Context: an optimization exercise on an open-source flow, tuned for small area. The choices shown serve that exercise and are no tape-out recipe.
In this exercise RTL edits were held to simulation tests only and were not proved equivalent to the original.
No driver is modelled on the clock port, so clock power and skew are understated where the tree is cut down; a real chip needs a root buffer or a tree.
No activity file was given, so power comes from the tool's default toggle rates.

==> run a: inputs <==
==> flow/design.v <==
`timescale 1ns / 1ps
module lab3_2(
			input[3:0] command,
			input CLK,
			input mode,
			output reg total_time1,
			output reg [3:0] total_time0,
			output reg total_cost1,
			output reg [3:0] total_cost0,
			output reg [3:2] coord_x,
			output reg [1:0] coord_y,
			output reg warning
    );
wire n_tt1, n_t0, n_t1, n_t2, n_t3, n_tc1, n_d0, n_d1, n_d2, n_d3, n_x0, n_x1, n_y0, n_y1, n_w;
wire c0 = command[0], c1 = command[1], c2 = command[2], c3 = command[3];
wire m = mode;
wire T1 = total_time1, t0 = total_time0[0], t1 = total_time0[1], t2 = total_time0[2], t3 = total_time0[3];
wire C1 = total_cost1, d0 = total_cost0[0], d1 = total_cost0[1], d2 = total_cost0[2], d3 = total_cost0[3];
wire x0 = coord_x[2], x1 = coord_x[3], y0 = coord_y[0], y1 = coord_y[1];
wire g20 = t3 & t0;
wire g21 = g20 & T1;
wire g22 = ~g20 & ~T1;
wire g23 = ~g22 & ~m;
wire g24 = g23 & ~g21;
wire g25 = ~t0 & ~m;
wire g26 = ~g20 & ~m;
wire g27 = t1 & t0;
wire g28 = ~t1 & ~t0;
wire g29 = ~g28 & ~g27;
wire g30 = g29 & g26;
wire g31 = g27 & ~t2;
wire g32 = ~g27 & ~t3;
wire g33 = g32 & t2;
wire g34 = ~g33 & ~g31;
wire g35 = ~g34 & g26;
wire g36 = ~g31 & g26;
wire g37 = g36 & ~g32;
wire g38 = ~c2 & ~c1;
wire g39 = ~g38 & ~c0;
wire g40 = ~g39 & ~c3;
wire g41 = c2 & c1;
wire g42 = ~g41 & ~g38;
wire g43 = g42 & x1;
wire g44 = ~x1 & ~x0;
wire g45 = g44 & ~g42;
wire g46 = ~g45 & ~g43;
wire g47 = ~y1 & ~y0;
wire g48 = g47 & ~c2;
wire g49 = y1 & c2;
wire g50 = ~g49 & ~g48;
wire g51 = g50 & ~y0;
wire g52 = ~g51 & g46;
wire g53 = ~g52 & g40;
wire g54 = g38 & ~c0;
wire g55 = ~g54 & ~c3;
wire g56 = g54 & c3;
wire g57 = ~g56 & ~g55;
wire g58 = ~g57 & ~m;
wire g59 = g58 & ~g53;
wire g60 = ~g59 & ~d1;
wire g61 = g40 & d0;
wire g62 = g59 & d1;
wire g63 = ~g62 & ~g60;
wire g64 = g63 & ~g61;
wire g65 = ~g64 & ~g60;
wire g66 = g65 & d2;
wire g67 = ~g66 & ~m;
wire g68 = g67 & ~d3;
wire g69 = ~g65 & d3;
wire g70 = ~g69 & g67;
wire g71 = ~g63 & g61;
wire g72 = ~g71 & ~g64;
wire g73 = g72 & ~m;
wire g74 = g73 & ~g70;
wire g75 = ~g74 & ~g68;
wire g76 = ~g75 & ~C1;
wire g77 = g75 & C1;
wire g78 = ~g77 & ~m;
wire g79 = g78 & ~g76;
wire g80 = ~g40 & ~d0;
wire g81 = ~g61 & ~m;
wire g82 = g81 & ~g80;
wire g83 = g72 & ~d3;
wire g84 = ~g83 & g70;
wire g85 = ~g65 & ~d2;
wire g86 = ~g85 & g68;
wire g87 = c1 & ~c0;
wire g88 = ~g87 & g59;
wire g89 = ~g88 & ~m;
wire g90 = g89 & x0;
wire g91 = g46 & ~x0;
wire g92 = g91 & g88;
wire g93 = ~g92 & ~g90;
wire g94 = g42 & x0;
wire g95 = ~g94 & ~g45;
wire g96 = ~g95 & g88;
wire g97 = g89 & x1;
wire g98 = ~g97 & ~g96;
wire g99 = ~c1 & ~c0;
wire g100 = ~g99 & g59;
wire g101 = g100 & ~g50;
wire g102 = ~g100 & ~m;
wire g103 = g102 & y0;
wire g104 = ~g103 & ~g101;
wire g105 = g102 & y1;
wire g106 = ~y0 & ~c2;
wire g107 = ~g47 & c2;
wire g108 = ~g107 & ~g106;
wire g109 = g108 & g100;
wire g110 = ~g109 & ~g105;
assign n_tt1 = g24;
assign n_t0 = g25;
assign n_t1 = g30;
assign n_t2 = g35;
assign n_t3 = g37;
assign n_tc1 = g79;
assign n_d0 = g82;
assign n_d1 = g84;
assign n_d2 = g86;
assign n_d3 = g74;
assign n_x0 = ~g93;
assign n_x1 = ~g98;
assign n_y0 = ~g104;
assign n_y1 = ~g110;
assign n_w = m;
always @(posedge CLK) begin
	warning <= n_w;
	total_time1 <= n_tt1;
	total_time0 <= {n_t3, n_t2, n_t1, n_t0};
	total_cost1 <= n_tc1;
	total_cost0 <= {n_d3, n_d2, n_d1, n_d0};
	coord_x <= {n_x1, n_x0};
	coord_y <= {n_y1, n_y0};
end
endmodule
==> flow/flow/run.sh <==
#!/bin/bash
# The standard layout (standard.sh) with these changes:
# - synthesis maps with an area-oriented ABC script (flow/area.abc) and
#   without the separate full/half-adder extraction;
# - the port buffers use the smallest buffer cell;
# - the clock port drives the leaf clock buffers directly, each sized
#   to its load (flow/cts_leaves.tcl, run after CTS);
# - all pins on the middle of the bottom edge (flow/io_pins.tcl);
# - power recovery (downsizing non-critical cells) after global routing.
set -euo pipefail
here=$(pwd)
export FLOW_ABC_SCRIPT=$here/flow/area.abc
bash standard.sh \
  SYNTH_SCRIPT=$here/flow/synth.tcl \
  ADDER_MAP_FILE= \
  'BUFFER_PORTS_ARGS=-buffer_cell sky130_fd_sc_hd__buf_1' \
  'CTS_ARGS=-sink_clustering_enable -sink_clustering_size 20 -sink_clustering_max_diameter 500 -root_buf sky130_fd_sc_hd__clkbuf_4 -buf_list sky130_fd_sc_hd__clkbuf_4 -dont_use_dummy_load' \
  PRE_IO_PLACEMENT_TCL=$here/flow/io_pins.tcl \
  POST_CTS_TCL=$here/flow/cts_leaves.tcl \
  RECOVER_POWER=100 \
  finish > standard.log 2>&1
==> flow/flow/area.abc <==
strash
dch -f
amap
topo
==> flow/flow/cts_leaves.tcl <==
# POST_CTS hook: the clock port drives the leaf clock buffers directly. The
# root clock buffer CTS made is removed and the leaves' inputs moved onto the
# clock port's net (the port then feeds only the leaves); each leaf is then
# given the smallest clock buffer that keeps its flip-flops' clock-pin slew
# within 115 ps.
set block [ord::get_db_block]
set db [ord::get_db]
set root [$block findInst clkbuf_0_CLK]
set clknet [[$root findITerm A] getNet]
set rootnet [[$root findITerm X] getNet]
set leaves {}
foreach it [$rootnet getITerms] {
  set inst [$it getInst]
  if { $inst == $root } { continue }
  $it disconnect
  $it connect $clknet
  lappend leaves $inst
}
puts "cts_leaves: removed [$root getName], [llength $leaves] leaves on the clock port"
odb::dbInst_destroy $root
odb::dbNet_destroy $rootnet
proc leaf_slew { leaf } {
  estimate_parasitics -placement
  set mx 0
  foreach it [[[$leaf findITerm X] getNet] getITerms] {
    if { [$it getInst] == $leaf } { continue }
    set p [get_pins [[$it getInst] getName]/[[$it getMTerm] getName]]
    set s [get_property $p slew_max]
    if { $s > $mx } { set mx $s }
  }
  return $mx
}
foreach leaf $leaves {
  foreach size {1 2 4 8 16} {
    $leaf swapMaster [$db findMaster sky130_fd_sc_hd__clkbuf_$size]
    set s [leaf_slew $leaf]
    puts "cts_leaves: [$leaf getName] clkbuf_$size, clock-pin slew $s"
    if { $s <= 0.115 } { break }
  }
}
detailed_placement
check_placement -verbose
==> flow/flow/io_pins.tcl <==
# PRE_IO_PLACEMENT hook: put every pin on the bottom edge, near its middle,
# so the design's cells (and its flip-flops) sit close together.
set die [[ord::get_db_block] getDieArea]
set w [expr {[$die dx] / 1000.0}]
set lo [expr {$w / 2 - 15}]
set hi [expr {$w / 2 + 15}]
set_io_pin_constraint -pin_names [get_ports *] -region bottom:$lo-$hi
==> flow/flow/synth.tcl <==
# The standard flow's synthesis script (synth_recipe.tcl), with ABC's technology mapping
# run from an area-oriented script instead of ORFS's speed script.
proc synth {args} { yosys synth -nofsm -noshare {*}$args }
proc abc {args} {
  set i [lsearch $args -script]
  if { $i >= 0 } {
    set args [lreplace $args $i [expr {$i + 1}] -script $::env(FLOW_ABC_SCRIPT)]
  }
  yosys abc {*}$args
}
source $::env(SCRIPTS_DIR)/synth.tcl
# left out here: clear keep_hierarchy, flatten, clean up, hide names made inside functions, write 1_2_yosys.v
==> flow/standard.sh <==
#!/bin/bash
# synth_recipe.tcl (not shown) runs the flow's synth.tcl, then flattens the netlist and writes it again
# the make line also repeats each setting of config.mk as NAME=value (left out here)
make -C /OpenROAD-flow-scripts/flow DESIGN_CONFIG=/design/flow/config.mk WORK_HOME=/design/flow/orfs CLKGATE_MAP_FILE= SYNTH_SCRIPT=/design/flow/synth_recipe.tcl "${@:-finish}"
==> flow/config.mk <==
export PLATFORM = sky130hd
export DESIGN_NAME = lab3_2
export DESIGN_NICKNAME = lab3_2
export VERILOG_FILES = /design/flow/design.v
export SDC_FILE = /design/flow/constraint.sdc
export NUM_CORES = 4
export LEC_CHECK = 0
export CAP_MARGIN = 20
export CORE_AREA = 5 5 65 65
export DIE_AREA = 0 0 70 70
export PLACE_DENSITY = 0.9
export SLEW_MARGIN = 20
==> flow/constraint.sdc <==
create_clock -name core_clock -period 30.0 [get_ports {CLK}]
set_input_delay 6.0000 -clock core_clock [delete_from_list [all_inputs] [get_ports {CLK}]]
set_output_delay 6.0000 -clock core_clock [all_outputs]
set_load 0.01 [all_outputs]
==> run b (differences from run a) <==
==> flow/design.v (replaced) <==
`timescale 1ns / 1ps
module lab3_2(
			input[3:0] command,
			input CLK,
			input mode,
			output reg total_time1,
			output reg [3:0] total_time0,
			output reg total_cost1,
			output reg [3:0] total_cost0,
			output reg [3:2] coord_x,
			output reg [1:0] coord_y,
			output reg warning
    );
wire x1 = coord_x[3], x0 = coord_x[2];
wire y1 = coord_y[1], y0 = coord_y[0];
wire [3:0] c = command;
wire odd  = ~c[3] & c[0];
wire dxp  = c[1] ^ c[2];           
wire dyp  = ~c[2];                 
wire okx  = dxp ? ~x1 : (x1 | x0);
wire oky  = dyp ? ~y1 : (y1 | y0);
wire diag = odd & okx & oky;
wire incx = (diag & dxp)  | (c == 4'd4);
wire decx = (diag & ~dxp) | (c == 4'd8);
wire incy = (diag & dyp)  | (c == 4'd2);
wire decy = (diag & ~dyp) | (c == 4'd6);
wire xz = ~x1 & ~x0;
wire yz = ~y1 & ~y0;
wire [1:0] nx = incx ? {x0, xz} : decx ? {xz, x1} : {x1, x0};
wire [1:0] ny = incy ? {y0, yz} : decy ? {yz, y1} : {y1, y0};
wire k0 = ~c[3] & (c[0] | (~c[2] & ~c[1]));
wire k1 = diag | (~c[0] & (c[3] ? (~c[2] & ~c[1]) : (c[2] | c[1])));
wire [3:0] d = total_cost0;
wire cy1 = d[0] & k0;
wire s0 = d[0] ^ k0;
wire s1 = d[1] ^ k1 ^ cy1;
wire cy2 = (d[1] & k1) | (cy1 & (d[1] | k1));
wire s2 = d[2] ^ cy2;
wire cy3 = d[2] & cy2;
wire s3 = d[3] ^ cy3;
wire cwrap = d[3] & (k1 | (d[0] & k0)) | (d[2] & d[1] & d[0] & k1 & k0);
wire [3:0] t = total_time0;
wire twrap = t[3] & t[0];
always @(posedge CLK)
	if (mode) begin
		warning <= 1'b1;
		coord_x <= 2'd0;
		coord_y <= 2'd0;
		total_time1 <= 1'b0;
		total_time0 <= 4'd0;
		total_cost1 <= 1'b0;
		total_cost0 <= 4'd0;
	end else begin
		warning <= 1'b0;
		coord_x <= nx;
		coord_y <= ny;
		total_time1 <= total_time1 ^ twrap;
		total_time0 <= {t[3] ? ~t[0] : (t[2] & t[1] & t[0]),
		                t[2] ^ (t[1] & t[0]),
		                ~t[3] & (t[1] ^ t[0]),
		                ~t[0]};
		total_cost1 <= total_cost1 ^ cwrap;
		total_cost0 <= {~cwrap & s3, ~cwrap & s2, cwrap ? s2 : s1, s0};
	end
endmodule
--- a/flow/flow/run.sh
+++ b/flow/flow/run.sh
@@ -7,3 +7,2 @@
 #   to its load (flow/cts_leaves.tcl, run after CTS);
-# - all pins on the middle of the bottom edge (flow/io_pins.tcl);
 # - power recovery (downsizing non-critical cells) after global routing.
@@ -17,3 +16,2 @@
   'CTS_ARGS=-sink_clustering_enable -sink_clustering_size 20 -sink_clustering_max_diameter 500 -root_buf sky130_fd_sc_hd__clkbuf_4 -buf_list sky130_fd_sc_hd__clkbuf_4 -dont_use_dummy_load' \
-  PRE_IO_PLACEMENT_TCL=$here/flow/io_pins.tcl \
   POST_CTS_TCL=$here/flow/cts_leaves.tcl \
==> flow/flow/area.abc (replaced) <==
strash
&get -n
&deepsyn -T 10 -S 1
&put
dch -f
amap
topo
--- a/flow/flow/cts_leaves.tcl
+++ b/flow/flow/cts_leaves.tcl
@@ -4,3 +4,3 @@
 # given the smallest clock buffer that keeps its flip-flops' clock-pin slew
-# within 115 ps.
+# within 110 ps.
 set block [ord::get_db_block]
@@ -37,3 +37,3 @@
     puts "cts_leaves: [$leaf getName] clkbuf_$size, clock-pin slew $s"
-    if { $s <= 0.115 } { break }
+    if { $s <= 0.110 } { break }
   }
removed: flow/flow/io_pins.tcl
==> run c (differences from run a) <==
--- a/flow/flow/run.sh
+++ b/flow/flow/run.sh
@@ -5,5 +5,4 @@
 # - the port buffers use the smallest buffer cell;
-# - the clock port drives the leaf clock buffers directly, each sized
-#   to its load (flow/cts_leaves.tcl, run after CTS);
-# - all pins on the middle of the bottom edge (flow/io_pins.tcl);
+# - the clock tree is one clock buffer driving every flip-flop
+#   (flow/cts_collapse.tcl, run after CTS);
 # - power recovery (downsizing non-critical cells) after global routing.
@@ -17,4 +16,3 @@
   'CTS_ARGS=-sink_clustering_enable -sink_clustering_size 20 -sink_clustering_max_diameter 500 -root_buf sky130_fd_sc_hd__clkbuf_4 -buf_list sky130_fd_sc_hd__clkbuf_4 -dont_use_dummy_load' \
-  PRE_IO_PLACEMENT_TCL=$here/flow/io_pins.tcl \
-  POST_CTS_TCL=$here/flow/cts_leaves.tcl \
+  POST_CTS_TCL=$here/flow/cts_collapse.tcl \
   RECOVER_POWER=100 \
==> flow/flow/cts_collapse.tcl (new file) <==
# POST_CTS hook: drive every clock sink from the root clock buffer. The leaf
# clock buffers CTS made under the root are removed and their loads moved onto
# the root's net; the root is then sized up until the flip-flop clock pins'
# slew is within 110 ps.
set block [ord::get_db_block]
set root [$block findInst clkbuf_0_CLK]
set rootnet [[$root findITerm X] getNet]
foreach it [$rootnet getITerms] {
  set inst [$it getInst]
  if { $inst == $root || [$it isOutputSignal] } { continue }
  set master [[$inst getMaster] getName]
  if { ![string match "sky130_fd_sc_hd__clkbuf_*" $master] } { continue }
  set outnet [[$inst findITerm X] getNet]
  foreach load [$outnet getITerms] {
    if { [$load getInst] == $inst } { continue }
    $load disconnect
    $load connect $rootnet
  }
  puts "cts_collapse: removed [$inst getName]"
  odb::dbInst_destroy $inst
  odb::dbNet_destroy $outnet
}
proc clk_pin_slew { } {
  estimate_parasitics -placement
  set mx 0
  foreach p [get_pins -hierarchical */CLK] {
    set s [get_property $p slew_max]
    if { $s > $mx } { set mx $s }
  }
  return $mx
}
set db [ord::get_db]
foreach size {4 8 16} {
  $root swapMaster [$db findMaster sky130_fd_sc_hd__clkbuf_$size]
  set s [clk_pin_slew]
  puts "cts_collapse: root clkbuf_$size, flip-flop clock slew $s"
  if { $s <= 0.110 } { break }
}
detailed_placement
check_placement -verbose
removed: flow/flow/cts_leaves.tcl
removed: flow/flow/io_pins.tcl
==> run summary <==
Against run b, the synthesized cell count of run a is larger by about 1.1%. The highest final cell count belongs to run b, the lowest to run c. Die area is the same in run b and run a. In run c the hold slack is lower than in run b, by 0.0094 ns. Critical path depth is the same in run c and run a.
==> figures <==
item                                                                  run c                    run b                     run a
P_comb                                                           0.00960 mW               0.00743 mW                0.00940 mW
Clock buffers                                                             1                        2                         2
Count leader, synth                                sky130_fd_sc_hd__dfxtp_1  sky130_fd_sc_hd__nor2_1  sky130_fd_sc_hd__dfxtp_1
Sequential share of cell area                                         39.8%                    37.9%                     39.9%
Peak Freq                                                           119 MHz                  116 MHz                   118 MHz
Run status                                         timing/DRC/antenna clean  timing/DRC/antenna clean  timing/DRC/antenna clean
Critical path depth                                                      18                       16                        18
Net Sw Frac                                                           31.0%                    28.9%                     30.3%
Leakage power                                                      0.258 nW                 0.262 nW                  0.260 nW
Post-synthesis sequential area ratio                                  43.0%                    44.4%                     43.0%
Data required time at the worst endpoint                           30.08 ns                 30.09 ns                  30.07 ns
Detailed router's first-iteration violation count                        30                        5                        15

==> what the ideal ports hide <==
The flow's constraints put no driver on any port. The routed layouts listed below were extracted and timed again, unchanged, in two steps.
Step 1 sets driving cells, clkbuf_16 on the clock port and buf_2 on the other inputs (assumed; they add their load-dependent delay and slew).
Step 2 also shifts input and output timing later by t, the mid clock arrival at the registers, as if the neighbouring blocks saw the same clock.
Slacks: ideal / step 1 / step 2; pairs: ideal / step 1.
| run | t (ns) | setup slack, ns | worst setup path at the end | latest minus earliest clock arrival (ns) | worst slew at a driven data input, ns |
|---|---|---|---|---|---|
| run a | 0.168 | 21.548 / 21.552 / 21.384 | input to register | 0.028 / 0.029 | 0.03 |
| run b | 0.174 | 21.384 / 21.376 / 21.202 | input to register | 0.018 / 0.018 | 0.04 |
| run c | 0.174 | 21.594 / 21.583 / 21.409 | input to register | 0.003 / 0.002 | 0.03 |
After both steps every run listed still meets setup and hold. For run c, which loses most, drivers alone change the setup slack by -0.011 ns; drivers and shift together by -0.185 ns.
